What follows belongs to an exercise in optimizing a design on an open flow for small area, a short achievable clock period and few clock cycles per item; a production flow would make more cautious choices. No functional check of the RTL was part of any run shown here.

File: design/flow/config.mk
export PLATFORM = sky130hd
export DESIGN_NAME = fir_top
export DESIGN_NICKNAME = fir_top
export VERILOG_FILES = /design/flow/design.v
export SDC_FILE = /design/flow/constraint.sdc
export NUM_CORES = 4
export LEC_CHECK = 0
export CAP_MARGIN = 20
export CORE_MARGIN = 2
export CORE_UTILIZATION = 65
export CTS_BUF_LIST = sky130_fd_sc_hd__clkbuf_4 sky130_fd_sc_hd__clkbuf_8
export SETUP_SLACK_MARGIN = 5
export SLEW_MARGIN = 20
export SYNTH_HIERARCHICAL = 1
File: design/flow/constraint.sdc
create_clock -name core_clock -period 10.0 [get_ports {clk}]
set_input_delay 2.0000 -clock core_clock [delete_from_list [all_inputs] [get_ports {clk}]]
set_output_delay 2.0000 -clock core_clock [all_outputs]
set_load 0.01 [all_outputs]
File: design/flow/design.v
module fir_top (
    input  wire       clk,
    input  wire       resetN,
    input  wire       sampleClk,
    input  wire [7:0] sample,
    output reg  [7:0] sum,
    output reg        dav
);
   reg [7:0] h1, h2, h3, h4, h5, h6, h7, h8;
   reg [8:0] s23, s14, s16;
   reg [9:0] m3;
   reg [19:0] t1, t2;
   reg [3:0] ic;
   wire busy = ~ic[3] | ~ic[2];
   wire en = sampleClk | busy;
   wire [7:0] xin = busy ? 8'd0 : sample;
   wire s_1, c_2;
   ha us_1 (h1[0], h2[0], s_1, c_2);
   wire s_3, c_4;
   ha us_3 (h1[1], h2[1], s_3, c_4);
   wire s_5, c_6;
   ha us_5 (h1[2], h2[2], s_5, c_6);
   wire s_7, c_8;
   ha us_7 (h1[3], h2[3], s_7, c_8);
   wire s_9, c_10;
   ha us_9 (h1[4], h2[4], s_9, c_10);
   wire s_11, c_12;
   ha us_11 (h1[5], h2[5], s_11, c_12);
   wire s_13, c_14;
   ha us_13 (h1[6], h2[6], s_13, c_14);
   wire s_15, c_16;
   ha us_15 (h1[7], h2[7], s_15, c_16);
   wire s_17, c_18;
   ha us_17 (h1[7], h2[7], s_17, c_18);
   wire G_19 = c_4 | (s_3 & c_2);
   wire G_21 = c_6 | (s_5 & c_4);
   wire P_22 = s_5 & s_3;
   wire G_23 = c_8 | (s_7 & c_6);
   wire P_24 = s_7 & s_5;
   wire G_25 = c_10 | (s_9 & c_8);
   wire P_26 = s_9 & s_7;
   wire G_27 = c_12 | (s_11 & c_10);
   wire P_28 = s_11 & s_9;
   wire G_29 = c_14 | (s_13 & c_12);
   wire P_30 = s_13 & s_11;
   wire G_31 = c_16 | (s_15 & c_14);
   wire P_32 = s_15 & s_13;
   wire G_33 = c_18 | (s_17 & c_16);
   wire P_34 = s_17 & s_15;
   wire G_35 = G_21 | (P_22 & c_2);
   wire G_37 = G_23 | (P_24 & G_19);
   wire G_39 = G_25 | (P_26 & G_21);
   wire P_40 = P_26 & P_22;
   wire G_41 = G_27 | (P_28 & G_23);
   wire P_42 = P_28 & P_24;
   wire G_43 = G_29 | (P_30 & G_25);
   wire P_44 = P_30 & P_26;
   wire G_45 = G_31 | (P_32 & G_27);
   wire P_46 = P_32 & P_28;
   wire G_47 = G_33 | (P_34 & G_29);
   wire P_48 = P_34 & P_30;
   wire G_49 = G_39 | (P_40 & c_2);
   wire G_51 = G_41 | (P_42 & G_19);
   wire G_53 = G_43 | (P_44 & G_35);
   wire G_55 = G_45 | (P_46 & G_37);
   wire G_57 = G_47 | (P_48 & G_39);
   wire P_58 = P_48 & P_40;
   wire G_59 = G_57 | (P_58 & c_2);
   wire [8:0] s23n;
   assign s23n[0] = ~(s_1);
   assign s23n[1] = ~(s_3 ^ c_2);
   assign s23n[2] = ~(s_5 ^ G_19);
   assign s23n[3] = ~(s_7 ^ G_35);
   assign s23n[4] = ~(s_9 ^ G_37);
   assign s23n[5] = ~(s_11 ^ G_49);
   assign s23n[6] = ~(s_13 ^ G_51);
   assign s23n[7] = ~(s_15 ^ G_53);
   assign s23n[8] = s_17 ^ G_55;
   wire s_61, c_62;
   ha us_61 (xin[0], h3[0], s_61, c_62);
   wire s_63, c_64;
   ha us_63 (xin[1], h3[1], s_63, c_64);
   wire s_65, c_66;
   ha us_65 (xin[2], h3[2], s_65, c_66);
   wire s_67, c_68;
   ha us_67 (xin[3], h3[3], s_67, c_68);
   wire s_69, c_70;
   ha us_69 (xin[4], h3[4], s_69, c_70);
   wire s_71, c_72;
   ha us_71 (xin[5], h3[5], s_71, c_72);
   wire s_73, c_74;
   ha us_73 (xin[6], h3[6], s_73, c_74);
   wire s_75, c_76;
   ha us_75 (xin[7], h3[7], s_75, c_76);
   wire s_77, c_78;
   ha us_77 (xin[7], h3[7], s_77, c_78);
   wire G_79 = c_64 | (s_63 & c_62);
   wire G_81 = c_66 | (s_65 & c_64);
   wire P_82 = s_65 & s_63;
   wire G_83 = c_68 | (s_67 & c_66);
   wire P_84 = s_67 & s_65;
   wire G_85 = c_70 | (s_69 & c_68);
   wire P_86 = s_69 & s_67;
   wire G_87 = c_72 | (s_71 & c_70);
   wire P_88 = s_71 & s_69;
   wire G_89 = c_74 | (s_73 & c_72);
   wire P_90 = s_73 & s_71;
   wire G_91 = c_76 | (s_75 & c_74);
   wire P_92 = s_75 & s_73;
   wire G_93 = c_78 | (s_77 & c_76);
   wire P_94 = s_77 & s_75;
   wire G_95 = G_81 | (P_82 & c_62);
   wire G_97 = G_83 | (P_84 & G_79);
   wire G_99 = G_85 | (P_86 & G_81);
   wire P_100 = P_86 & P_82;
   wire G_101 = G_87 | (P_88 & G_83);
   wire P_102 = P_88 & P_84;
   wire G_103 = G_89 | (P_90 & G_85);
   wire P_104 = P_90 & P_86;
   wire G_105 = G_91 | (P_92 & G_87);
   wire P_106 = P_92 & P_88;
   wire G_107 = G_93 | (P_94 & G_89);
   wire P_108 = P_94 & P_90;
   wire G_109 = G_99 | (P_100 & c_62);
   wire G_111 = G_101 | (P_102 & G_79);
   wire G_113 = G_103 | (P_104 & G_95);
   wire G_115 = G_105 | (P_106 & G_97);
   wire G_117 = G_107 | (P_108 & G_99);
   wire P_118 = P_108 & P_100;
   wire G_119 = G_117 | (P_118 & c_62);
   wire [8:0] s14n;
   assign s14n[0] = ~(s_61);
   assign s14n[1] = ~(s_63 ^ c_62);
   assign s14n[2] = ~(s_65 ^ G_79);
   assign s14n[3] = ~(s_67 ^ G_95);
   assign s14n[4] = ~(s_69 ^ G_97);
   assign s14n[5] = ~(s_71 ^ G_109);
   assign s14n[6] = ~(s_73 ^ G_111);
   assign s14n[7] = ~(s_75 ^ G_113);
   assign s14n[8] = s_77 ^ G_115;
   wire s_121, c_122;
   ha us_121 (xin[0], h5[0], s_121, c_122);
   wire s_123, c_124;
   ha us_123 (xin[1], h5[1], s_123, c_124);
   wire s_125, c_126;
   ha us_125 (xin[2], h5[2], s_125, c_126);
   wire s_127, c_128;
   ha us_127 (xin[3], h5[3], s_127, c_128);
   wire s_129, c_130;
   ha us_129 (xin[4], h5[4], s_129, c_130);
   wire s_131, c_132;
   ha us_131 (xin[5], h5[5], s_131, c_132);
   wire s_133, c_134;
   ha us_133 (xin[6], h5[6], s_133, c_134);
   wire s_135, c_136;
   ha us_135 (xin[7], h5[7], s_135, c_136);
   wire s_137, c_138;
   ha us_137 (xin[7], h5[7], s_137, c_138);
   wire G_139 = c_124 | (s_123 & c_122);
   wire G_141 = c_126 | (s_125 & c_124);
   wire P_142 = s_125 & s_123;
   wire G_143 = c_128 | (s_127 & c_126);
   wire P_144 = s_127 & s_125;
   wire G_145 = c_130 | (s_129 & c_128);
   wire P_146 = s_129 & s_127;
   wire G_147 = c_132 | (s_131 & c_130);
   wire P_148 = s_131 & s_129;
   wire G_149 = c_134 | (s_133 & c_132);
   wire P_150 = s_133 & s_131;
   wire G_151 = c_136 | (s_135 & c_134);
   wire P_152 = s_135 & s_133;
   wire G_153 = c_138 | (s_137 & c_136);
   wire P_154 = s_137 & s_135;
   wire G_155 = G_141 | (P_142 & c_122);
   wire G_157 = G_143 | (P_144 & G_139);
   wire G_159 = G_145 | (P_146 & G_141);
   wire P_160 = P_146 & P_142;
   wire G_161 = G_147 | (P_148 & G_143);
   wire P_162 = P_148 & P_144;
   wire G_163 = G_149 | (P_150 & G_145);
   wire P_164 = P_150 & P_146;
   wire G_165 = G_151 | (P_152 & G_147);
   wire P_166 = P_152 & P_148;
   wire G_167 = G_153 | (P_154 & G_149);
   wire P_168 = P_154 & P_150;
   wire G_169 = G_159 | (P_160 & c_122);
   wire G_171 = G_161 | (P_162 & G_139);
   wire G_173 = G_163 | (P_164 & G_155);
   wire G_175 = G_165 | (P_166 & G_157);
   wire G_177 = G_167 | (P_168 & G_159);
   wire P_178 = P_168 & P_160;
   wire G_179 = G_177 | (P_178 & c_122);
   wire [8:0] s16n;
   assign s16n[0] = ~(s_121);
   assign s16n[1] = ~(s_123 ^ c_122);
   assign s16n[2] = ~(s_125 ^ G_139);
   assign s16n[3] = ~(s_127 ^ G_155);
   assign s16n[4] = ~(s_129 ^ G_157);
   assign s16n[5] = ~(s_131 ^ G_169);
   assign s16n[6] = ~(s_133 ^ G_171);
   assign s16n[7] = ~(s_135 ^ G_173);
   assign s16n[8] = s_137 ^ G_175;
   wire s_181, c_182;
   ha us_181 (xin[1], xin[0], s_181, c_182);
   wire s_183, c_184;
   ha us_183 (xin[2], xin[1], s_183, c_184);
   wire s_185, c_186;
   ha us_185 (xin[3], xin[2], s_185, c_186);
   wire s_187, c_188;
   ha us_187 (xin[4], xin[3], s_187, c_188);
   wire s_189, c_190;
   ha us_189 (xin[5], xin[4], s_189, c_190);
   wire s_191, c_192;
   ha us_191 (xin[6], xin[5], s_191, c_192);
   wire s_193, c_194;
   ha us_193 (xin[7], xin[6], s_193, c_194);
   wire s_195, c_196;
   ha us_195 (xin[7], xin[7], s_195, c_196);
   wire s_197, c_198;
   ha us_197 (xin[7], xin[7], s_197, c_198);
   wire G_199 = c_182 | (s_181 & 1'b0);
   wire G_201 = c_184 | (s_183 & c_182);
   wire P_202 = s_183 & s_181;
   wire G_203 = c_186 | (s_185 & c_184);
   wire P_204 = s_185 & s_183;
   wire G_205 = c_188 | (s_187 & c_186);
   wire P_206 = s_187 & s_185;
   wire G_207 = c_190 | (s_189 & c_188);
   wire P_208 = s_189 & s_187;
   wire G_209 = c_192 | (s_191 & c_190);
   wire P_210 = s_191 & s_189;
   wire G_211 = c_194 | (s_193 & c_192);
   wire P_212 = s_193 & s_191;
   wire G_213 = c_196 | (s_195 & c_194);
   wire P_214 = s_195 & s_193;
   wire G_215 = c_198 | (s_197 & c_196);
   wire P_216 = s_197 & s_195;
   wire G_217 = G_201 | (P_202 & 1'b0);
   wire G_219 = G_203 | (P_204 & G_199);
   wire G_221 = G_205 | (P_206 & G_201);
   wire P_222 = P_206 & P_202;
   wire G_223 = G_207 | (P_208 & G_203);
   wire P_224 = P_208 & P_204;
   wire G_225 = G_209 | (P_210 & G_205);
   wire P_226 = P_210 & P_206;
   wire G_227 = G_211 | (P_212 & G_207);
   wire P_228 = P_212 & P_208;
   wire G_229 = G_213 | (P_214 & G_209);
   wire P_230 = P_214 & P_210;
   wire G_231 = G_215 | (P_216 & G_211);
   wire P_232 = P_216 & P_212;
   wire G_233 = G_221 | (P_222 & 1'b0);
   wire G_235 = G_223 | (P_224 & G_199);
   wire G_237 = G_225 | (P_226 & G_217);
   wire G_239 = G_227 | (P_228 & G_219);
   wire G_241 = G_229 | (P_230 & G_221);
   wire P_242 = P_230 & P_222;
   wire G_243 = G_231 | (P_232 & G_223);
   wire P_244 = P_232 & P_224;
   wire G_245 = G_241 | (P_242 & 1'b0);
   wire G_247 = G_243 | (P_244 & G_199);
   wire [9:0] m3n;
   assign m3n[0] = ~(xin[0]);
   assign m3n[1] = ~(s_181 ^ 1'b0);
   assign m3n[2] = ~(s_183 ^ G_199);
   assign m3n[3] = ~(s_185 ^ G_217);
   assign m3n[4] = ~(s_187 ^ G_219);
   assign m3n[5] = ~(s_189 ^ G_233);
   assign m3n[6] = ~(s_191 ^ G_235);
   assign m3n[7] = ~(s_193 ^ G_237);
   assign m3n[8] = ~(s_195 ^ G_239);
   assign m3n[9] = s_197 ^ G_245;
   wire s_249, c_250;
   fa us_249 (~s23[0], s14[1], 1'b1, s_249, c_250);
   wire s_251, c_252;
   fa us_251 (~s23[1], s14[2], s14[0], s_251, c_252);
   wire s_253, c_254;
   fa us_253 (~s23[2], s23[0], 1'b1, s_253, c_254);
   wire s_255, c_256;
   fa us_255 (s14[3], s14[1], c_252, s_255, c_256);
   wire s_257, c_258;
   fa us_257 (~s23[3], s23[1], 1'b1, s_257, c_258);
   wire s_259, c_260;
   fa us_259 (s14[4], s14[2], s14[0], s_259, c_260);
   wire s_261, c_262;
   fa us_261 (c_254, s_257, s_259, s_261, c_262);
   wire s_263, c_264;
   fa us_263 (~s23[4], s23[2], s14[5], s_263, c_264);
   wire s_265, c_266;
   fa us_265 (s14[3], s14[1], c_258, s_265, c_266);
   wire s_267, c_268;
   fa us_267 (c_260, s_263, c_262, s_267, c_268);
   wire s_269, c_270;
   fa us_269 (~s23[5], s23[3], s14[6], s_269, c_270);
   wire s_271, c_272;
   fa us_271 (s14[4], s14[2], c_264, s_271, c_272);
   wire s_273, c_274;
   fa us_273 (s_269, c_266, s_271, s_273, c_274);
   wire s_275, c_276;
   fa us_275 (~s23[6], s23[4], s23[0], s_275, c_276);
   wire s_277, c_278;
   fa us_277 (s14[7], s14[5], s14[3], s_277, c_278);
   wire s_279, c_280;
   fa us_279 (c_270, s_275, s_277, s_279, c_280);
   wire s_281, c_282;
   ha us_281 (c_272, s_279, s_281, c_282);
   wire s_283, c_284;
   fa us_283 (~s23[7], s23[5], 1'b1, s_283, c_284);
   wire s_285, c_286;
   fa us_285 (s23[1], s14[8], s14[6], s_285, c_286);
   wire s_287, c_288;
   fa us_287 (s14[4], ~s14[0], c_276, s_287, c_288);
   wire s_289, c_290;
   fa us_289 (c_278, s_283, s_285, s_289, c_290);
   wire s_291, c_292;
   fa us_291 (c_280, s_287, s_289, s_291, c_292);
   wire s_293, c_294;
   fa us_293 (~s23[8], s23[6], s23[2], s_293, c_294);
   wire s_295, c_296;
   fa us_295 (s14[7], s14[5], ~s14[1], s_295, c_296);
   wire s_297, c_298;
   fa us_297 (c_284, c_286, s_293, s_297, c_298);
   wire s_299, c_300;
   fa us_299 (s_295, c_288, c_290, s_299, c_300);
   wire s_301, c_302;
   fa us_301 (s_297, c_292, s_299, s_301, c_302);
   wire s_303, c_304;
   fa us_303 (s23[7], s23[3], 1'b1, s_303, c_304);
   wire s_305, c_306;
   fa us_305 (~s23[0], s14[8], s14[6], s_305, c_306);
   wire s_307, c_308;
   fa us_307 (~s14[2], c_294, c_296, s_307, c_308);
   wire s_309, c_310;
   fa us_309 (s_303, s_305, c_298, s_309, c_310);
   wire s_311, c_312;
   fa us_311 (s_307, c_300, s_309, s_311, c_312);
   wire s_313, c_314;
   fa us_313 (s23[8], s23[4], s14[7], s_313, c_314);
   wire s_315, c_316;
   fa us_315 (s23[1], s14[3], ~c_304, s_315, c_316);
   wire s_317, c_318;
   fa us_317 (c_306, s_313, c_308, s_317, c_318);
   wire s_319, c_320;
   fa us_319 (~s_315, c_310, s_317, s_319, c_320);
   wire s_321, c_322;
   fa us_321 (s23[5], ~s23[2], s14[8], s_321, c_322);
   wire s_323, c_324;
   fa us_323 (~s14[4], c_314, s_321, s_323, c_324);
   wire s_325, c_326;
   fa us_325 (~c_316, s_323, c_318, s_325, c_326);
   wire s_327, c_328;
   fa us_327 (s23[6], ~s23[3], 1'b1, s_327, c_328);
   wire s_329, c_330;
   fa us_329 (~s14[5], c_322, s_327, s_329, c_330);
   wire s_331, c_332;
   ha us_331 (c_324, s_329, s_331, c_332);
   wire s_333, c_334;
   fa us_333 (s23[7], ~s23[4], 1'b1, s_333, c_334);
   wire s_335, c_336;
   fa us_335 (~s14[6], c_328, s_333, s_335, c_336);
   wire s_337, c_338;
   ha us_337 (c_330, s_335, s_337, c_338);
   wire s_339, c_340;
   fa us_339 (s23[8], ~s23[5], 1'b1, s_339, c_340);
   wire s_341, c_342;
   fa us_341 (~s14[7], c_334, s_339, s_341, c_342);
   wire s_343, c_344;
   ha us_343 (c_336, s_341, s_343, c_344);
   wire s_345, c_346;
   ha us_345 (s23[6], s14[8], s_345, c_346);
   wire s_347, c_348;
   fa us_347 (~s_345, c_340, c_342, s_347, c_348);
   wire s_349, c_350;
   xr xs_349 (s23[7], c_346, s_349);
   nr ns_349 (s23[7], c_346, c_350);
   wire s_351, c_352;
   ha us_351 (s14[0], 1'b1, s_351, c_352);
   wire s_353, c_354;
   ha us_353 (c_250, s_251, s_353, c_354);
   wire s_355, c_356;
   ha us_355 (s_253, s_255, s_355, c_356);
   wire s_357, c_358;
   ha us_357 (c_256, s_261, s_357, c_358);
   wire s_359, c_360;
   ha us_359 (s_265, s_267, s_359, c_360);
   wire s_361, c_362;
   ha us_361 (c_268, s_273, s_361, c_362);
   wire s_363, c_364;
   ha us_363 (c_274, s_281, s_363, c_364);
   wire s_365, c_366;
   ha us_365 (c_282, s_291, s_365, c_366);
   wire s_367, c_368;
   ha us_367 (c_302, s_311, s_367, c_368);
   wire s_369, c_370;
   ha us_369 (c_312, s_319, s_369, c_370);
   wire s_371, c_372;
   ha us_371 (c_320, s_325, s_371, c_372);
   wire s_373, c_374;
   ha us_373 (c_326, s_331, s_373, c_374);
   wire s_375, c_376;
   ha us_375 (c_332, s_337, s_375, c_376);
   wire s_377, c_378;
   ha us_377 (c_338, s_343, s_377, c_378);
   wire s_379, c_380;
   ha us_379 (c_344, s_347, s_379, c_380);
   wire s_381, c_382;
   ha us_381 (c_348, s_349, s_381, c_382);
   wire s_383, c_384;
   xr xs_383 (s23[8], c_350, s_383);
   anb ns_383 (s23[8], c_350, c_384);
   wire G_385 = 1'b0 | (s_249 & c_352);
   wire G_387 = c_354 | (s_353 & 1'b0);
   wire P_388 = s_353 & s_249;
   wire G_389 = c_356 | (s_355 & c_354);
   wire P_390 = s_355 & s_353;
   wire G_391 = c_358 | (s_357 & c_356);
   wire P_392 = s_357 & s_355;
   wire G_393 = c_360 | (s_359 & c_358);
   wire P_394 = s_359 & s_357;
   wire G_395 = c_362 | (s_361 & c_360);
   wire P_396 = s_361 & s_359;
   wire G_397 = c_364 | (s_363 & c_362);
   wire P_398 = s_363 & s_361;
   wire G_399 = c_366 | (s_365 & c_364);
   wire P_400 = s_365 & s_363;
   wire G_401 = 1'b0 | (s_301 & c_366);
   wire P_402 = s_301 & s_365;
   wire G_403 = c_368 | (s_367 & 1'b0);
   wire P_404 = s_367 & s_301;
   wire G_405 = c_370 | (s_369 & c_368);
   wire P_406 = s_369 & s_367;
   wire G_407 = c_372 | (s_371 & c_370);
   wire P_408 = s_371 & s_369;
   wire G_409 = c_374 | (s_373 & c_372);
   wire P_410 = s_373 & s_371;
   wire G_411 = c_376 | (s_375 & c_374);
   wire P_412 = s_375 & s_373;
   wire G_413 = c_378 | (s_377 & c_376);
   wire P_414 = s_377 & s_375;
   wire G_415 = c_380 | (s_379 & c_378);
   wire P_416 = s_379 & s_377;
   wire G_417 = c_382 | (s_381 & c_380);
   wire P_418 = s_381 & s_379;
   wire G_419 = c_384 | (~s_383 & c_382);
   wire P_420 = ~s_383 & s_381;
   wire G_421 = 1'b0 | (1'b1 & c_384);
   wire P_422 = 1'b1 & ~s_383;
   wire G_423 = G_387 | (P_388 & c_352);
   wire G_425 = G_389 | (P_390 & G_385);
   wire G_427 = G_391 | (P_392 & G_387);
   wire P_428 = P_392 & P_388;
   wire G_429 = G_393 | (P_394 & G_389);
   wire P_430 = P_394 & P_390;
   wire G_431 = G_395 | (P_396 & G_391);
   wire P_432 = P_396 & P_392;
   wire G_433 = G_397 | (P_398 & G_393);
   wire P_434 = P_398 & P_394;
   wire G_435 = G_399 | (P_400 & G_395);
   wire P_436 = P_400 & P_396;
   wire G_437 = G_401 | (P_402 & G_397);
   wire P_438 = P_402 & P_398;
   wire G_439 = G_403 | (P_404 & G_399);
   wire P_440 = P_404 & P_400;
   wire G_441 = G_405 | (P_406 & G_401);
   wire P_442 = P_406 & P_402;
   wire G_443 = G_407 | (P_408 & G_403);
   wire P_444 = P_408 & P_404;
   wire G_445 = G_409 | (P_410 & G_405);
   wire P_446 = P_410 & P_406;
   wire G_447 = G_411 | (P_412 & G_407);
   wire P_448 = P_412 & P_408;
   wire G_449 = G_413 | (P_414 & G_409);
   wire P_450 = P_414 & P_410;
   wire G_451 = G_415 | (P_416 & G_411);
   wire P_452 = P_416 & P_412;
   wire G_453 = G_417 | (P_418 & G_413);
   wire P_454 = P_418 & P_414;
   wire G_455 = G_419 | (P_420 & G_415);
   wire P_456 = P_420 & P_416;
   wire G_457 = G_421 | (P_422 & G_417);
   wire P_458 = P_422 & P_418;
   wire G_459 = G_427 | (P_428 & c_352);
   wire G_461 = G_429 | (P_430 & G_385);
   wire G_463 = G_431 | (P_432 & G_423);
   wire G_465 = G_433 | (P_434 & G_425);
   wire G_467 = G_435 | (P_436 & G_427);
   wire P_468 = P_436 & P_428;
   wire G_469 = G_437 | (P_438 & G_429);
   wire P_470 = P_438 & P_430;
   wire G_471 = G_439 | (P_440 & G_431);
   wire P_472 = P_440 & P_432;
   wire G_473 = G_441 | (P_442 & G_433);
   wire P_474 = P_442 & P_434;
   wire G_475 = G_443 | (P_444 & G_435);
   wire P_476 = P_444 & P_436;
   wire G_477 = G_445 | (P_446 & G_437);
   wire P_478 = P_446 & P_438;
   wire G_479 = G_447 | (P_448 & G_439);
   wire P_480 = P_448 & P_440;
   wire G_481 = G_449 | (P_450 & G_441);
   wire P_482 = P_450 & P_442;
   wire G_483 = G_451 | (P_452 & G_443);
   wire P_484 = P_452 & P_444;
   wire G_485 = G_453 | (P_454 & G_445);
   wire P_486 = P_454 & P_446;
   wire G_487 = G_455 | (P_456 & G_447);
   wire P_488 = P_456 & P_448;
   wire G_489 = G_457 | (P_458 & G_449);
   wire P_490 = P_458 & P_450;
   wire G_491 = G_467 | (P_468 & c_352);
   wire G_493 = G_469 | (P_470 & G_385);
   wire G_495 = G_471 | (P_472 & G_423);
   wire G_497 = G_473 | (P_474 & G_425);
   wire G_499 = G_475 | (P_476 & G_459);
   wire G_501 = G_477 | (P_478 & G_461);
   wire G_503 = G_479 | (P_480 & G_463);
   wire G_505 = G_481 | (P_482 & G_465);
   wire G_507 = G_483 | (P_484 & G_467);
   wire P_508 = P_484 & P_468;
   wire G_509 = G_485 | (P_486 & G_469);
   wire P_510 = P_486 & P_470;
   wire G_511 = G_487 | (P_488 & G_471);
   wire P_512 = P_488 & P_472;
   wire G_513 = G_489 | (P_490 & G_473);
   wire P_514 = P_490 & P_474;
   wire G_515 = G_507 | (P_508 & c_352);
   wire G_517 = G_509 | (P_510 & G_385);
   wire G_519 = G_511 | (P_512 & G_423);
   wire G_521 = G_513 | (P_514 & G_425);
   wire [19:0] t2n;
   assign t2n[0] = s_351;
   assign t2n[1] = s_249 ^ c_352;
   assign t2n[2] = s_353 ^ G_385;
   assign t2n[3] = s_355 ^ G_423;
   assign t2n[4] = s_357 ^ G_425;
   assign t2n[5] = s_359 ^ G_459;
   assign t2n[6] = s_361 ^ G_461;
   assign t2n[7] = s_363 ^ G_463;
   assign t2n[8] = s_365 ^ G_465;
   assign t2n[9] = s_301 ^ G_491;
   assign t2n[10] = s_367 ^ G_493;
   assign t2n[11] = s_369 ^ G_495;
   assign t2n[12] = s_371 ^ G_497;
   assign t2n[13] = s_373 ^ G_499;
   assign t2n[14] = s_375 ^ G_501;
   assign t2n[15] = s_377 ^ G_503;
   assign t2n[16] = s_379 ^ G_505;
   assign t2n[17] = s_381 ^ G_515;
   assign t2n[18] = ~s_383 ^ G_517;
   assign t2n[19] = ~(1'b1 ^ G_519);
   wire s_523, c_524;
   fa us_523 (t2[2], s16[0], ~h7[2], s_523, c_524);
   wire s_525, c_526;
   fa us_525 (t2[3], s16[1], h7[0], s_525, c_526);
   wire s_527, c_528;
   fa us_527 (~h7[3], h8[0], c_524, s_527, c_528);
   wire s_529, c_530;
   fa us_529 (t2[4], s16[2], s16[0], s_529, c_530);
   wire s_531, c_532;
   fa us_531 (~h7[4], h7[1], h8[1], s_531, c_532);
   wire s_533, c_534;
   fa us_533 (c_526, s_529, s_531, s_533, c_534);
   wire s_535, c_536;
   fa us_535 (t2[5], s16[3], s16[1], s_535, c_536);
   wire s_537, c_538;
   fa us_537 (h7[5], ~h7[2], h7[0], s_537, c_538);
   wire s_539, c_540;
   fa us_539 (h8[2], c_530, c_532, s_539, c_540);
   wire s_541, c_542;
   fa us_541 (s_535, ~s_537, c_534, s_541, c_542);
   wire s_543, c_544;
   fa us_543 (t2[6], s16[4], s16[2], s_543, c_544);
   wire s_545, c_546;
   fa us_545 (s16[0], h7[3], h8[3], s_545, c_546);
   wire s_547, c_548;
   fa us_547 (h7[6], h7[1], ~c_536, s_547, c_548);
   wire s_549, c_550;
   fa us_549 (~c_538, s_543, s_545, s_549, c_550);
   wire s_551, c_552;
   fa us_551 (c_540, ~s_547, s_549, s_551, c_552);
   wire s_553, c_554;
   fa us_553 (t2[7], s16[5], s16[3], s_553, c_554);
   wire s_555, c_556;
   fa us_555 (s16[1], h7[7], h7[4], s_555, c_556);
   wire s_557, c_558;
   fa us_557 (~h7[2], h8[4], c_544, s_557, c_558);
   wire s_559, c_560;
   fa us_559 (c_546, s_553, s_555, s_559, c_560);
   wire s_561, c_562;
   fa us_561 (~c_548, c_550, s_557, s_561, c_562);
   wire s_563, c_564;
   fa us_563 (s_559, c_552, s_561, s_563, c_564);
   wire s_565, c_566;
   fa us_565 (t2[8], s16[6], s16[4], s_565, c_566);
   wire s_567, c_568;
   fa us_567 (s16[2], h7[5], h8[5], s_567, c_568);
   wire s_569, c_570;
   fa us_569 (~h7[3], c_554, c_556, s_569, c_570);
   wire s_571, c_572;
   fa us_571 (s_565, s_567, c_558, s_571, c_572);
   wire s_573, c_574;
   fa us_573 (c_560, s_569, c_562, s_573, c_574);
   wire s_575, c_576;
   fa us_575 (s_571, c_564, s_573, s_575, c_576);
   wire s_577, c_578;
   fa us_577 (t2[9], s16[7], s16[5], s_577, c_578);
   wire s_579, c_580;
   fa us_579 (s16[3], h7[6], h8[6], s_579, c_580);
   wire s_581, c_582;
   fa us_581 (~h7[4], c_566, c_568, s_581, c_582);
   wire s_583, c_584;
   fa us_583 (s_577, s_579, c_570, s_583, c_584);
   wire s_585, c_586;
   fa us_585 (s_581, c_572, s_583, s_585, c_586);
   wire s_587, c_588;
   ha us_587 (c_574, s_585, s_587, c_588);
   wire s_589, c_590;
   fa us_589 (t2[10], s16[8], s16[6], s_589, c_590);
   wire s_591, c_592;
   fa us_591 (~s16[4], h7[7], h7[5], s_591, c_592);
   wire s_593, c_594;
   fa us_593 (~h8[7], c_578, c_580, s_593, c_594);
   wire s_595, c_596;
   fa us_595 (s_589, ~s_591, c_582, s_595, c_596);
   wire s_597, c_598;
   fa us_597 (s_593, c_584, s_595, s_597, c_598);
   wire s_599, c_600;
   ha us_599 (c_586, s_597, s_599, c_600);
   wire s_601, c_602;
   fa us_601 (t2[11], s16[7], s16[5], s_601, c_602);
   wire s_603, c_604;
   fa us_603 (h7[6], ~c_590, c_592, s_603, c_604);
   wire s_605, c_606;
   fa us_605 (s_601, c_594, ~s_603, s_605, c_606);
   wire s_607, c_608;
   fa us_607 (c_596, s_605, c_598, s_607, c_608);
   wire s_609, c_610;
   fa us_609 (t2[12], s16[8], s16[6], s_609, c_610);
   wire s_611, c_612;
   fa us_611 (h7[7], c_602, s_609, s_611, c_612);
   wire s_613, c_614;
   fa us_613 (~c_604, s_611, c_606, s_613, c_614);
   wire s_615, c_616;
   fa us_615 (t2[13], s16[7], c_610, s_615, c_616);
   wire s_617, c_618;
   ha us_617 (c_612, s_615, s_617, c_618);
   wire s_619, c_620;
   fa us_619 (t2[14], s16[8], c_616, s_619, c_620);
   wire s_621, c_622;
   xr xs_621 (t2[0], h7[0], s_621);
   anb ns_621 (h7[0], t2[0], c_622);
   wire s_623, c_624;
   xr xs_623 (t2[1], h7[1], s_623);
   anb ns_623 (h7[1], t2[1], c_624);
   wire s_625, c_626;
   ha us_625 (s_525, s_527, s_625, c_626);
   wire s_627, c_628;
   ha us_627 (c_528, s_533, s_627, c_628);
   wire s_629, c_630;
   ha us_629 (s_539, s_541, s_629, c_630);
   wire s_631, c_632;
   ha us_631 (c_542, s_551, s_631, c_632);
   wire s_633, c_634;
   ha us_633 (c_576, s_587, s_633, c_634);
   wire s_635, c_636;
   ha us_635 (c_588, s_599, s_635, c_636);
   wire s_637, c_638;
   ha us_637 (c_600, s_607, s_637, c_638);
   wire s_639, c_640;
   ha us_639 (c_608, s_613, s_639, c_640);
   wire s_641, c_642;
   ha us_641 (c_614, s_617, s_641, c_642);
   wire s_643, c_644;
   ha us_643 (c_618, s_619, s_643, c_644);
   wire s_645, c_646;
   ha us_645 (t2[15], c_620, s_645, c_646);
   wire G_647 = c_624 | (~s_623 & c_622);
   wire G_649 = 1'b0 | (s_523 & c_624);
   wire P_650 = s_523 & ~s_623;
   wire G_651 = c_626 | (s_625 & 1'b0);
   wire P_652 = s_625 & s_523;
   wire G_653 = c_628 | (s_627 & c_626);
   wire P_654 = s_627 & s_625;
   wire G_655 = c_630 | (s_629 & c_628);
   wire P_656 = s_629 & s_627;
   wire G_657 = c_632 | (s_631 & c_630);
   wire P_658 = s_631 & s_629;
   wire G_659 = 1'b0 | (s_563 & c_632);
   wire P_660 = s_563 & s_631;
   wire G_661 = 1'b0 | (s_575 & 1'b0);
   wire P_662 = s_575 & s_563;
   wire G_663 = c_634 | (s_633 & 1'b0);
   wire P_664 = s_633 & s_575;
   wire G_665 = c_636 | (s_635 & c_634);
   wire P_666 = s_635 & s_633;
   wire G_667 = c_638 | (s_637 & c_636);
   wire P_668 = s_637 & s_635;
   wire G_669 = c_640 | (s_639 & c_638);
   wire P_670 = s_639 & s_637;
   wire G_671 = c_642 | (s_641 & c_640);
   wire P_672 = s_641 & s_639;
   wire G_673 = c_644 | (s_643 & c_642);
   wire P_674 = s_643 & s_641;
   wire G_675 = c_646 | (s_645 & c_644);
   wire P_676 = s_645 & s_643;
   wire G_677 = 1'b0 | (t2[16] & c_646);
   wire P_678 = t2[16] & s_645;
   wire G_679 = 1'b0 | (t2[17] & 1'b0);
   wire P_680 = t2[17] & t2[16];
   wire G_681 = 1'b0 | (t2[18] & 1'b0);
   wire P_682 = t2[18] & t2[17];
   wire G_683 = 1'b0 | (t2[19] & 1'b0);
   wire P_684 = t2[19] & t2[18];
   wire G_685 = G_649 | (P_650 & c_622);
   wire G_687 = G_651 | (P_652 & G_647);
   wire G_689 = G_653 | (P_654 & G_649);
   wire P_690 = P_654 & P_650;
   wire G_691 = G_655 | (P_656 & G_651);
   wire P_692 = P_656 & P_652;
   wire G_693 = G_657 | (P_658 & G_653);
   wire P_694 = P_658 & P_654;
   wire G_695 = G_659 | (P_660 & G_655);
   wire P_696 = P_660 & P_656;
   wire G_697 = G_661 | (P_662 & G_657);
   wire P_698 = P_662 & P_658;
   wire G_699 = G_663 | (P_664 & G_659);
   wire P_700 = P_664 & P_660;
   wire G_701 = G_665 | (P_666 & G_661);
   wire P_702 = P_666 & P_662;
   wire G_703 = G_667 | (P_668 & G_663);
   wire P_704 = P_668 & P_664;
   wire G_705 = G_669 | (P_670 & G_665);
   wire P_706 = P_670 & P_666;
   wire G_707 = G_671 | (P_672 & G_667);
   wire P_708 = P_672 & P_668;
   wire G_709 = G_673 | (P_674 & G_669);
   wire P_710 = P_674 & P_670;
   wire G_711 = G_675 | (P_676 & G_671);
   wire P_712 = P_676 & P_672;
   wire G_713 = G_677 | (P_678 & G_673);
   wire P_714 = P_678 & P_674;
   wire G_715 = G_679 | (P_680 & G_675);
   wire P_716 = P_680 & P_676;
   wire G_717 = G_681 | (P_682 & G_677);
   wire P_718 = P_682 & P_678;
   wire G_719 = G_683 | (P_684 & G_679);
   wire P_720 = P_684 & P_680;
   wire G_721 = G_689 | (P_690 & c_622);
   wire G_723 = G_691 | (P_692 & G_647);
   wire G_725 = G_693 | (P_694 & G_685);
   wire G_727 = G_695 | (P_696 & G_687);
   wire G_729 = G_697 | (P_698 & G_689);
   wire P_730 = P_698 & P_690;
   wire G_731 = G_699 | (P_700 & G_691);
   wire P_732 = P_700 & P_692;
   wire G_733 = G_701 | (P_702 & G_693);
   wire P_734 = P_702 & P_694;
   wire G_735 = G_703 | (P_704 & G_695);
   wire P_736 = P_704 & P_696;
   wire G_737 = G_705 | (P_706 & G_697);
   wire P_738 = P_706 & P_698;
   wire G_739 = G_707 | (P_708 & G_699);
   wire P_740 = P_708 & P_700;
   wire G_741 = G_709 | (P_710 & G_701);
   wire P_742 = P_710 & P_702;
   wire G_743 = G_711 | (P_712 & G_703);
   wire P_744 = P_712 & P_704;
   wire G_745 = G_713 | (P_714 & G_705);
   wire P_746 = P_714 & P_706;
   wire G_747 = G_715 | (P_716 & G_707);
   wire P_748 = P_716 & P_708;
   wire G_749 = G_717 | (P_718 & G_709);
   wire P_750 = P_718 & P_710;
   wire G_751 = G_719 | (P_720 & G_711);
   wire P_752 = P_720 & P_712;
   wire G_753 = G_729 | (P_730 & c_622);
   wire G_755 = G_731 | (P_732 & G_647);
   wire G_757 = G_733 | (P_734 & G_685);
   wire G_759 = G_735 | (P_736 & G_687);
   wire G_761 = G_737 | (P_738 & G_721);
   wire G_763 = G_739 | (P_740 & G_723);
   wire G_765 = G_741 | (P_742 & G_725);
   wire G_767 = G_743 | (P_744 & G_727);
   wire G_769 = G_745 | (P_746 & G_729);
   wire P_770 = P_746 & P_730;
   wire G_771 = G_747 | (P_748 & G_731);
   wire P_772 = P_748 & P_732;
   wire G_773 = G_749 | (P_750 & G_733);
   wire P_774 = P_750 & P_734;
   wire G_775 = G_751 | (P_752 & G_735);
   wire P_776 = P_752 & P_736;
   wire G_777 = G_769 | (P_770 & c_622);
   wire G_779 = G_771 | (P_772 & G_647);
   wire G_781 = G_773 | (P_774 & G_685);
   wire G_783 = G_775 | (P_776 & G_687);
   wire [19:0] t1n;
   assign t1n[0] = ~s_621;
   assign t1n[1] = ~s_623 ^ c_622;
   assign t1n[2] = s_523 ^ G_647;
   assign t1n[3] = s_625 ^ G_685;
   assign t1n[4] = s_627 ^ G_687;
   assign t1n[5] = s_629 ^ G_721;
   assign t1n[6] = s_631 ^ G_723;
   assign t1n[7] = s_563 ^ G_725;
   assign t1n[8] = s_575 ^ G_727;
   assign t1n[9] = s_633 ^ G_753;
   assign t1n[10] = s_635 ^ G_755;
   assign t1n[11] = s_637 ^ G_757;
   assign t1n[12] = s_639 ^ G_759;
   assign t1n[13] = s_641 ^ G_761;
   assign t1n[14] = s_643 ^ G_763;
   assign t1n[15] = s_645 ^ G_765;
   assign t1n[16] = t2[16] ^ G_767;
   assign t1n[17] = t2[17] ^ G_777;
   assign t1n[18] = t2[18] ^ G_779;
   assign t1n[19] = ~(t2[19] ^ G_781);
   wire s_785, c_786;
   fa us_785 (t1[3], m3[0], ~h1[3], s_785, c_786);
   wire s_787, c_788;
   fa us_787 (t1[4], m3[1], ~h1[4], s_787, c_788);
   wire s_789, c_790;
   fa us_789 (t1[5], m3[2], ~h1[5], s_789, c_790);
   wire s_791, c_792;
   fa us_791 (t1[6], m3[3], ~h1[6], s_791, c_792);
   wire s_793, c_794;
   fa us_793 (t1[7], m3[4], h1[7], s_793, c_794);
   wire s_795, c_796;
   ha us_795 (t1[8], m3[5], s_795, c_796);
   wire s_797, c_798;
   ha us_797 (t1[9], m3[6], s_797, c_798);
   wire s_799, c_800;
   ha us_799 (t1[10], m3[7], s_799, c_800);
   wire s_801, c_802;
   ha us_801 (t1[11], m3[8], s_801, c_802);
   wire s_803, c_804;
   ha us_803 (t1[12], m3[9], s_803, c_804);
   wire s_805, c_806;
   xr xs_805 (t1[0], h1[0], s_805);
   anb ns_805 (h1[0], t1[0], c_806);
   wire s_807, c_808;
   xr xs_807 (t1[1], h1[1], s_807);
   anb ns_807 (h1[1], t1[1], c_808);
   wire s_809, c_810;
   xr xs_809 (t1[2], h1[2], s_809);
   anb ns_809 (h1[2], t1[2], c_810);
   wire s_811, c_812;
   ha us_811 (c_786, s_787, s_811, c_812);
   wire s_813, c_814;
   ha us_813 (c_788, s_789, s_813, c_814);
   wire s_815, c_816;
   ha us_815 (c_790, s_791, s_815, c_816);
   wire s_817, c_818;
   ha us_817 (c_792, s_793, s_817, c_818);
   wire s_819, c_820;
   ha us_819 (c_794, s_795, s_819, c_820);
   wire s_821, c_822;
   ha us_821 (c_796, s_797, s_821, c_822);
   wire s_823, c_824;
   ha us_823 (c_798, s_799, s_823, c_824);
   wire G_825 = c_808 | (~s_807 & c_806);
   wire G_827 = c_810 | (~s_809 & c_808);
   wire P_828 = ~s_809 & ~s_807;
   wire G_829 = 1'b0 | (s_785 & c_810);
   wire P_830 = s_785 & ~s_809;
   wire G_831 = c_812 | (s_811 & 1'b0);
   wire P_832 = s_811 & s_785;
   wire G_833 = c_814 | (s_813 & c_812);
   wire P_834 = s_813 & s_811;
   wire G_835 = c_816 | (s_815 & c_814);
   wire P_836 = s_815 & s_813;
   wire G_837 = c_818 | (s_817 & c_816);
   wire P_838 = s_817 & s_815;
   wire G_839 = c_820 | (s_819 & c_818);
   wire P_840 = s_819 & s_817;
   wire G_841 = c_822 | (s_821 & c_820);
   wire P_842 = s_821 & s_819;
   wire G_843 = c_824 | (s_823 & c_822);
   wire P_844 = s_823 & s_821;
   wire G_845 = 1'b0 | (1'b0 & c_824);
   wire P_846 = 1'b0 & s_823;
   wire G_847 = G_827 | (P_828 & c_806);
   wire G_849 = G_829 | (P_830 & G_825);
   wire G_851 = G_831 | (P_832 & G_827);
   wire P_852 = P_832 & P_828;
   wire G_853 = G_833 | (P_834 & G_829);
   wire P_854 = P_834 & P_830;
   wire G_855 = G_835 | (P_836 & G_831);
   wire P_856 = P_836 & P_832;
   wire G_857 = G_837 | (P_838 & G_833);
   wire P_858 = P_838 & P_834;
   wire G_859 = G_839 | (P_840 & G_835);
   wire P_860 = P_840 & P_836;
   wire G_861 = G_841 | (P_842 & G_837);
   wire P_862 = P_842 & P_838;
   wire G_863 = G_843 | (P_844 & G_839);
   wire P_864 = P_844 & P_840;
   wire G_865 = G_845 | (P_846 & G_841);
   wire P_866 = P_846 & P_842;
   wire G_867 = G_851 | (P_852 & c_806);
   wire G_869 = G_853 | (P_854 & G_825);
   wire G_871 = G_855 | (P_856 & G_847);
   wire G_873 = G_857 | (P_858 & G_849);
   wire G_875 = G_859 | (P_860 & G_851);
   wire P_876 = P_860 & P_852;
   wire G_877 = G_861 | (P_862 & G_853);
   wire P_878 = P_862 & P_854;
   wire G_879 = G_863 | (P_864 & G_855);
   wire P_880 = P_864 & P_856;
   wire G_881 = G_865 | (P_866 & G_857);
   wire P_882 = P_866 & P_858;
   wire G_883 = G_875 | (P_876 & c_806);
   wire G_885 = G_877 | (P_878 & G_825);
   wire G_887 = G_879 | (P_880 & G_847);
   wire G_889 = G_881 | (P_882 & G_849);
   wire [11:0] rl;
   assign rl[0] = ~s_805;
   assign rl[1] = ~s_807 ^ c_806;
   assign rl[2] = ~s_809 ^ G_825;
   assign rl[3] = s_785 ^ G_847;
   assign rl[4] = s_811 ^ G_849;
   assign rl[5] = s_813 ^ G_867;
   assign rl[6] = s_815 ^ G_869;
   assign rl[7] = s_817 ^ G_871;
   assign rl[8] = s_819 ^ G_873;
   assign rl[9] = s_821 ^ G_883;
   assign rl[10] = s_823 ^ G_885;
   assign rl[11] = 1'b0 ^ G_887;
   wire c11 = rl[11];
   wire s_891, c_892;
   ha us_891 (c_800, s_801, s_891, c_892);
   wire s_893, c_894;
   ha us_893 (c_802, s_803, s_893, c_894);
   wire s_895, c_896;
   ha us_895 (t1[13], c_804, s_895, c_896);
   wire G_897 = c_894 | (s_893 & c_892);
   wire G_899 = c_896 | (s_895 & c_894);
   wire P_900 = s_895 & s_893;
   wire G_901 = 1'b0 | (t1[14] & c_896);
   wire P_902 = t1[14] & s_895;
   wire G_903 = 1'b0 | (t1[15] & 1'b0);
   wire P_904 = t1[15] & t1[14];
   wire G_905 = 1'b0 | (t1[16] & 1'b0);
   wire P_906 = t1[16] & t1[15];
   wire G_907 = 1'b0 | (t1[17] & 1'b0);
   wire P_908 = t1[17] & t1[16];
   wire G_909 = 1'b0 | (t1[18] & 1'b0);
   wire P_910 = t1[18] & t1[17];
   wire G_911 = 1'b0 | (t1[19] & 1'b0);
   wire P_912 = t1[19] & t1[18];
   wire G_913 = G_899 | (P_900 & c_892);
   wire G_915 = G_901 | (P_902 & G_897);
   wire G_917 = G_903 | (P_904 & G_899);
   wire P_918 = P_904 & P_900;
   wire G_919 = G_905 | (P_906 & G_901);
   wire P_920 = P_906 & P_902;
   wire G_921 = G_907 | (P_908 & G_903);
   wire P_922 = P_908 & P_904;
   wire G_923 = G_909 | (P_910 & G_905);
   wire P_924 = P_910 & P_906;
   wire G_925 = G_911 | (P_912 & G_907);
   wire P_926 = P_912 & P_908;
   wire G_927 = G_917 | (P_918 & c_892);
   wire G_929 = G_919 | (P_920 & G_897);
   wire G_931 = G_921 | (P_922 & G_913);
   wire G_933 = G_923 | (P_924 & G_915);
   wire G_935 = G_925 | (P_926 & G_917);
   wire P_936 = P_926 & P_918;
   wire G_937 = G_935 | (P_936 & c_892);
   wire [8:0] q;
   assign q[0] = s_891;
   assign q[1] = s_893 ^ c_892;
   assign q[2] = s_895 ^ G_897;
   assign q[3] = t1[14] ^ G_913;
   assign q[4] = t1[15] ^ G_915;
   assign q[5] = t1[16] ^ G_927;
   assign q[6] = t1[17] ^ G_929;
   assign q[7] = t1[18] ^ G_931;
   assign q[8] = t1[19] ^ G_933;
   wire c7;
   carry7 uc7 (rl[9:3], sample[6:0], c7);
   wire [7:0] v1 = q[7:0] + 8'd1;
   wire [7:0] v2 = q[7:0] + 8'd2;
   wire signed [8:0] qs = q;
   wire [5:0] sp = {qs >= 9'sd126, qs >= 9'sd127, qs >= 9'sd127, qs >= 9'sd128, qs >= 9'sd128, qs >= 9'sd129};
   wire [5:0] sn = {qs < -9'sd130, qs < -9'sd129, qs < -9'sd129, qs < -9'sd128, qs < -9'sd128, qs < -9'sd127};
   wire [7:0] out0, out1, sumNext;
   outm uo0 (c11, rl[10], sample[7], 1'b0, q[7:0], v1, v2, sp, sn, out0);
   outm uo1 (c11, rl[10], sample[7], 1'b1, q[7:0], v1, v2, sp, sn, out1);
   mux8 uom (c7, out0, out1, sumNext);
   always @(posedge clk, negedge resetN)
     if (!resetN) begin
        ic <= 4'd0;
        dav <= 1'b0;
     end else begin
        if (busy) ic <= ic + 4'd1;
        dav <= sampleClk & ~busy;
     end
   always @(posedge clk) begin
      sum <= sumNext;
      if (en) begin
         t1 <= t1n; t2 <= t2n;
         s23 <= s23n; s14 <= s14n; s16 <= s16n;
         m3 <= m3n;
         h1 <= xin; h2 <= h1; h3 <= h2; h4 <= h3;
         h5 <= h4; h6 <= h5; h7 <= h6; h8 <= h7;
      end
   end
endmodule
module carry7 (input [6:0] a, input [6:0] b, output c);
   wire [7:0] s = {1'b0, a} + {1'b0, b};
   assign c = s[7];
endmodule
module outm (input c11, input r7, input x7, input c, input [7:0] v0,
             input [7:0] v1, input [7:0] v2, input [5:0] sp, input [5:0] sn,
             output reg [7:0] o);
   reg [5:0] k;
   always @* begin
      case ({c11, r7, x7, c})
        4'b0010: k = 6'b000001;
        4'b0000, 4'b0011, 4'b0110: k = 6'b000010;
        4'b0001, 4'b0100, 4'b0111, 4'b1010: k = 6'b000100;
        4'b0101, 4'b1000, 4'b1011, 4'b1110: k = 6'b001000;
        4'b1001, 4'b1100, 4'b1111: k = 6'b010000;
        4'b1101: k = 6'b100000;
        default: k = 6'b000000;
      endcase
      if (|(k & sp)) o = 8'h7f;
      else if (|(k & sn)) o = 8'h80;
      else if (k[5] | k[4]) o = v2;
      else if (k[3] | k[2]) o = v1;
      else o = v0;
   end
endmodule
module mux8 (input s, input [7:0] a, input [7:0] b, output [7:0] y);
   assign y = s ? b : a;
endmodule
module fa (input a, input b, input c, output s, output co);
   assign s = a ^ b ^ c;
   assign co = (a & b) | (a & c) | (b & c);
endmodule
module ha (input a, input b, output s, output co);
   assign s = a ^ b;
   assign co = a & b;
endmodule
module xr (input a, input b, output y);
   assign y = a ^ b;
endmodule
module nr (input a, input b, output y);
   assign y = ~(a | b);
endmodule
module anb (input a, input b, output y);
   assign y = ~a & b;
endmodule
File: design/flow/run.sh
#!/bin/bash
# synth_recipe.tcl (not shown) runs the flow's synth.tcl, then flattens the netlist and writes it again
# the make line also repeats each setting of config.mk as NAME=value (left out here)
make -C /OpenROAD-flow-scripts/flow DESIGN_CONFIG=/design/flow/config.mk WORK_HOME=/design/flow/orfs CLKGATE_MAP_FILE= SYNTH_SCRIPT=/design/flow/synth_recipe.tcl finish
==> results.txt, run 1 <==
outcome = complete, no violations
required time worst endpoint = 10.20 ns
Clk pin slew, worst setup/hold paths = 0.10 ns
flip-flop and latch count after synthesis = 154
Layout Area Growth over Synthesis = 7.40%
# hold bufs at CTS = 0
clock root buffer = clkbuf_8
HP Class = reg -> reg
first-pass GRT wire length = 39100 µm
clk sink count = 154
Initial DRC Count = 414
number of remaining DRC errors = 0
synth warn = 8
# diodes = 0
most frequent CP cell = fa_1
setup tns final = 0 ns
CTS tree = built
Max Buffers Root-to-Sink = 2
PnR worst setup slack = 5.49 ns
htree depth = 4
initial antenna violation count = 0
Top FF cell, synth = edfxtp_1
Yosys cell types = 77
Die W = 139 µm
Worst-Skew Late Latency = 0.45 ns
vias per cell = 5.86
critical path cell sequence = fa_1 > fa_1 > fa_1 > fa_1 > fa_1 > ha_1 > and3_1 > nand2_1 > a21oi_1 > o21ai_1 > a221oi_2 > a41oi_1 > xor2_1
fmax = 222 MHz
tightest slew margin relative to the limit = 0.328
layout cells sized above 1 = 0.0811
flop2flop setup slack = 5.49 ns
TritonCTS Buffers = 17
cts repair resizes = 0
postcts setup bufs = 0
WHS Path Cells = 0
Post-synth EDFFs = 141
Core Rows = 49
die area = 19400 µm²
Post-Place Setup Slack = 5.34 ns
NumNets Final = 1239
Critical Path Source = s16[0]$_DFFE_PP_
mean post-synth cell area = 12.0 µm²
Setup violations, final = 0
Worst R2R End = t1[19]$_DFFE_PP_
Tcrit/Tclk final = 0.451
final instance area = 12800 µm²
RR Startpoint = s16[0]$_DFFE_PP_
Tot GR Track Use = 0.256
actual slew at the worst max-slew pin = 1.01 ns
worst hold endpoint = h5[3]$_DFFE_PP_
GPL Wtd Cong = 0.866
Cell Area, Placed = 12400 µm²
critical path class = reg -> reg
clk_skew = 0.0180 ns
crit start category = register
# port buffers = 19
initial cell density of the core = 0.662
drt first pass iters = 5
Buf/Inv on CP = 0
core area = 18000 µm²
post-route ant nets = 0
Chip Height = 139 µm
GRT overflow = 0
Critical Path Sink Type = register
mapped cell area = 11900 µm²
HP Start = h4[3]$_DFFE_PP_
Slew Viols, Final = 0
Synth Instances = 987
io pins = 20
reg2reg path depth = 13
pin count of the biggest net entering global routing = 82
Slowest-stage cell, CP = fa_1
routed wire length = 23100 µm
Final Hold Vio Count = 0
CP Max Fanout = 4
CP top delay family = adder cells
drt wl/cell = 18.2 µm
leading cell type in the layout, fill and taps excluded = edfxtp_1
post-DP HPWL = 18200 µm
Vias = 7414
Max stage delay on crit path = 0.60 ns
final core utilization = 0.711
sequential share of the synthesized area = 0.380
unrepaired setup endpoints after global routing = no
Worst EP arrival = 4.71 ns
vias in the first global route = 7644
min cycle time layout = 4.51 ns
asr flop ratio synth = 0.0325
max-cap viol count = 0
most frequent cells in the layout = 141 x edfxtp_1, 109 x ha_1, 96 x fa_1
==> Yosys stat by module (local to each module, per instance) <==
| module | area, µm² | copies in the design | flip-flops and latches | cells |
|---|---|---|---|---|
| anb | 13.8 | 6 | 0 | 1 |
| carry7 | 125 | 1 | 0 | 14 |
| fa | 20.0 | 96 | 0 | 1 |
| fir_top | 7300 | 1 | 154 | 611 |
| ha | 12.5 | 86 | 0 | 1 |
| mux8 | 131 | 1 | 0 | 9 |
| nr | 3.75 | 1 | 0 | 1 |
| outm | 597 | 2 | 0 | 79 |
| xr | 8.76 | 6 | 0 | 1 |
==> state kept, by name, summed over array words and instances (netlist names), 9 cells and up <==
signal,flops
s23,9
m3,10
s16,9
s14,9
t2,20
t1,20
==> cell usage after synthesis (5+ instances only) <==
cell      instances  area [µm²]
xnor2_1          44         385
clkbuf_1          6        22.5
a21o_1           15         113
mux2_4            8         120
dfrtp_1           5         125
nand3_1          20         100
or2_2             8        50.1
a31oi_1           5        31.3
nor2_1           37         139
a21oi_1          70         350
o21ai_1           5        25.0
o211ai_1         15         113
edfxtp_1        141        4230
o21ai_0          22         110
ha_1            109        1360
nand4_1          10        62.6
inv_1            86         323
xor2_1           35         307
nor2b_4           7        96.3
a31o_1           16         140
and3_1           14        87.6
nand2b_1         23         144
mux2i_1          24         240
fa_1             96        1920
nand2_1          44         165
o21a_1           11        82.6
and2_1            5        31.3
dfxtp_1           8         160
nor3_1           11        55.1
==> metrics by stage <==
stage / hold WS, ns / instances
final: 0.425 / 1265
after global routing: 0.432 / 1265
after CTS: 0.427 / 1265
after detailed placement: 0.405 / 1233
after global placement: 0.403 / 1233
after floorplan: 0.400 / 998
==> per-layer routing <==
layer  track usage  vias to the layer above  part of all wire
met4        0.0723                        0             0.015
li1              -                     3608                 -
met1         0.376                     3649              0.48
met2         0.401                      137              0.46
met5             0                        -                 0
met3        0.0440                       20             0.042
==> kinds of logic after synthesis <==
| group | after synthesis | synth area share |
|---|---|---|
| xor+xnor | 81 | 0.0619 |
| simple gates | 202 | 0.0939 |
| compound gates | 202 | 0.117 |
| flops | 154 | 0.380 |
| mux | 37 | 0.0350 |
| other cells | 2 | 0.000632 |
| buf+inv | 104 | 0.0356 |
| fa+ha+maj | 205 | 0.276 |
==> area by class of cell <==
cell class | instances | area (µm²)
flip-flops and latches | 154 | 4520
repair buffers | 23 | 220
clock inverters | 14 | 173
clock buffers | 18 | 241
inverters | 87 | 327
fillers | 1299 | 5190
multi-input cells | 740 | 7000
well taps | 229 | 287
==> worst max path at each step <==
| stage | slack (ns) | endpoint | cells past startpoint |
|---|---|---|---|
| CTS | 5.49 | t1[16]$_DFFE_PP_ | 12 |
| finish | 5.49 | t1[19]$_DFFE_PP_ | 13 |
| detailed placement | 5.34 | s14[8]$_DFFE_PP_ | 11 |
| global placement | 5.35 | s14[8]$_DFFE_PP_ | 11 |
| floorplan | 5.75 | t1[19]$_DFFE_PP_ | 13 |
| global route | 5.21 | t1[19]$_DFFE_PP_ | 13 |
==> run 2: changes to the inputs <==
--- a/design/flow/config.mk
+++ b/design/flow/config.mk
@@ -8,7 +8,8 @@
 export CAP_MARGIN = 20
 export CORE_MARGIN = 2
 export CORE_UTILIZATION = 65
-export CTS_BUF_LIST = sky130_fd_sc_hd__clkbuf_4 sky130_fd_sc_hd__clkbuf_8
+export CTS_BUF_LIST = sky130_fd_sc_hd__clkbuf_8
+export CTS_CLUSTER_SIZE = 30
 export SETUP_SLACK_MARGIN = 5
 export SLEW_MARGIN = 20
 export SYNTH_HIERARCHICAL = 1
==> results.txt, run 2 <==
outcome = complete, no violations
final instance area = 12800 µm² (about the same)
Slew Viols, Final = 0 (unchanged)
Post-synth EDFFs = 141 (unchanged)
clk sink count = 154 (unchanged)
# hold bufs at CTS = 0 (unchanged)
post-route ant nets = 0 (unchanged)
max-cap viol count = 0 (unchanged)
CP top delay family = adder cells
tightest slew margin relative to the limit = 0.327 (-0.000844)
asr flop ratio synth = 0.0325 (unchanged)
Buf/Inv on CP = 0 (unchanged)
clk_skew = 0.0188 ns (+0.000816 ns)
TritonCTS Buffers = 17 (unchanged)
Final Hold Vio Count = 0 (unchanged)
dpl cells = 1233 (unchanged)
Post-Place Setup Slack = 5.34 ns (unchanged)
count leader, synth = edfxtp_1
unrepaired setup endpoints after global routing = no
Vias = 7410 (-0.054%)
Yosys cell types = 77 (unchanged)
Tot GR Track Use = 0.256 (unchanged)
# port buffers = 19 (unchanged)
vias in the first global route = 7644 (unchanged)
final non-filler cell total = 1265 (unchanged)
min cycle time layout = 4.51 ns (unchanged)
# diodes = 0 (unchanged)
CTS tree = built
Yosys top cell area share = 0.356 (unchanged)
Initial DRC Count = 410 (-0.97%)
Clk pin slew, worst setup/hold paths = 0.10 ns (about the same)
vias per cell = 5.86 (about the same)
htree depth = 4 (unchanged)
clock root buffer = clkbuf_8
Critical Path Sink Type = register
Critical Path Source = s16[0]$_DFFE_PP_
cts repair resizes = 0 (unchanged)
crit start category = register
Worst-Skew Late Latency = 0.45 ns (about the same)
required time worst endpoint = 10.20 ns (about the same)
leading cell type in the layout, fill and taps excluded = edfxtp_1
Chip Height = 139 µm (unchanged)
Cell Area, Placed = 12400 µm² (unchanged)
Top FF cell, synth = edfxtp_1
mapped cell area = 11900 µm² (unchanged)
pin count of the biggest net entering global routing = 82 (unchanged)
synth warn = 8 (unchanged)
initial cell density of the core = 0.662 (unchanged)
top cells by area, synth = edfxtp_1 36%, fa_1 16%, ha_1 11%
drt wl/cell = 18.2 µm (about the same)
NumNets Final = 1239 (unchanged)
Tcrit/Tclk final = 0.451 (unchanged)
critical path cell sequence = fa_1 > fa_1 > fa_1 > fa_1 > fa_1 > ha_1 > and3_1 > nand2_1 > a21oi_1 > o21ai_1 > a221oi_2 > a41oi_1 > xor2_1
Die W = 139 µm (unchanged)
flop2flop setup slack = 5.49 ns (about the same)
postcts setup bufs = 0 (unchanged)
Synth Instances = 987 (unchanged)
GRT overflow = 0 (unchanged)
Hold WS = 0.425 ns (-0.000140 ns)
sequential share of the synthesized area = 0.380 (unchanged)
most frequent CP cell = fa_1
PnR worst setup slack = 5.49 ns (unchanged)
area leader, netlist = edfxtp_1
CP Max Fanout = 4 (unchanged)
flip-flop and latch count after synthesis = 154 (unchanged)
Setup violations, final = 0 (unchanged)
Core Rows = 49 (unchanged)
die area = 19400 µm² (unchanged)
actual slew at the worst max-slew pin = 1.01 ns (+0.00127 ns)
mean post-synth cell area = 12.0 µm² (unchanged)
Slowest-stage cell, CP = fa_1
HP Class = reg -> reg
core area = 18000 µm² (unchanged)
Largest regs = t1 x20, t2 x20, m3 x10
final core utilization = 0.711 (about the same)
setup tns final = 0 ns (unchanged)
drt first pass iters = 5 (unchanged)
number of remaining DRC errors = 0 (unchanged)
Layout Area Growth over Synthesis = 7.37% (about the same)
Post-synth top cells = 141 x edfxtp_1, 109 x ha_1, 96 x fa_1
first-pass GRT wire length = 39100 µm (unchanged)
Worst EP arrival = 4.71 ns (about the same)
Max stage delay on crit path = 0.60 ns (about the same)
layout cells sized above 1 = 0.0801 (-0.000965)
io pins = 20 (unchanged)
initial antenna violation count = 0 (unchanged)
RR Startpoint = s16[0]$_DFFE_PP_
post-DP HPWL = 18200 µm (unchanged)
fmax = 222 MHz (unchanged)
most frequent cells in the layout = 141 x edfxtp_1, 109 x ha_1, 96 x fa_1
routed wire length = 23100 µm (about the same)
Max Buffers Root-to-Sink = 2 (unchanged)
HP Start = h4[3]$_DFFE_PP_
GPL Wtd Cong = 0.866 (unchanged)
critical path class = reg -> reg
-- run 2: cell count changes in the layout (fill, tap and decap cells not counted) --
cell	before	now
inv_1	86	87
clkbuf_4	1	0
-- run 2: cell families after synthesis --
logic type / Yosys count / share of synthesized area
xor+xnor: 81 / 0.0619
simple gates: 202 / 0.0939
buf+inv: 104 / 0.0356
other cells: 2 / 0.000632
flops: 154 / 0.380
fa+ha+maj: 205 / 0.276
mux: 37 / 0.0350
compound gates: 202 / 0.117
-- run 2: final timing paths --
check / end / cells past startpoint
max: t1[19]$_DFFE_PP_ / 13
min: h5[3]$_DFFE_PP_ / 0
max reg2reg: t1[19]$_DFFE_PP_ / 13
min reg2reg: h5[3]$_DFFE_PP_ / 0
max in group asynchronous: ic[2]$_DFFE_PN0P_ / 1
min in group asynchronous: ic[1]$_DFFE_PN0P_ / 1
-- run 2: area by class of cell --
class                   instances  area (µm²)
flip-flops and latches        154        4520
clock inverters                15         176
inverters                      87         327
clock buffers                  17         234
well taps                     229         287
fillers                      1301        5200
multi-input cells             740        7000
repair buffers                 23         220
-- run 2: routing by layer --
metal  global-route usage  routed length [µm]  up-vias
li1                     -                   -     3609
met1                0.376               11000     3639
met2                0.401               10700      142
met3               0.0440                 991       20
met4               0.0723                 357        0
met5                    0                   0        -
-- run 2: worst reg2reg max path: cells and delay by family (launching register included) --
kind                       cells  cell delay [ns]
AOI/OAI and AO/OA              4             0.76
and+or+nand+nor                2             0.29
xor gates and xnor gates       1             0.17
adders and majority gates      6             2.59
DFF                            1             0.47
-- run 2: per-module statistics from Yosys, one instance, submodules excluded, a selection --
module / flops+latches / copies in the design / cells inside / cell area, µm²
carry7: 0 / 1 / 14 / 125
nr: 0 / 1 / 1 / 3.75
fa: 0 / 96 / 1 / 20.0
fir_top: 154 / 1 / 611 / 7300
xr: 0 / 6 / 1 / 8.76
anb: 0 / 6 / 1 / 13.8
ha: 0 / 86 / 1 / 12.5
outm: 0 / 2 / 79 / 597

==> port drivers added, routing unchanged <==
In the flow no input, the clock included, has a driving cell. The finished layouts below were timed again as built, in two steps. Step 1 sets driving cells, clkbuf_16 on the clock port and buf_2 on the other inputs (assumed; they add their load-dependent delay and slew). Step 2 moves the port delays by t, midway between the first and last clock arrival at a register: inputs arrive t later, outputs are due t later. That takes back most of the time a late clock gives input paths. a / b / c = ideal / step 1 / step 2; a / b = the first two.
run	t (ns)	setup slack, ns	worst setup path after step 2	slew at the worst register clock pin (ns)	worst slew at a driven data input, ns
run 1	0.478	5.493 / 5.493 / 5.278	input to register	0.10 / 0.10	0.03
run 2	0.479	5.493 / 5.493 / 5.278	input to register	0.10 / 0.10	0.03
After both steps every run listed still meets setup and hold.
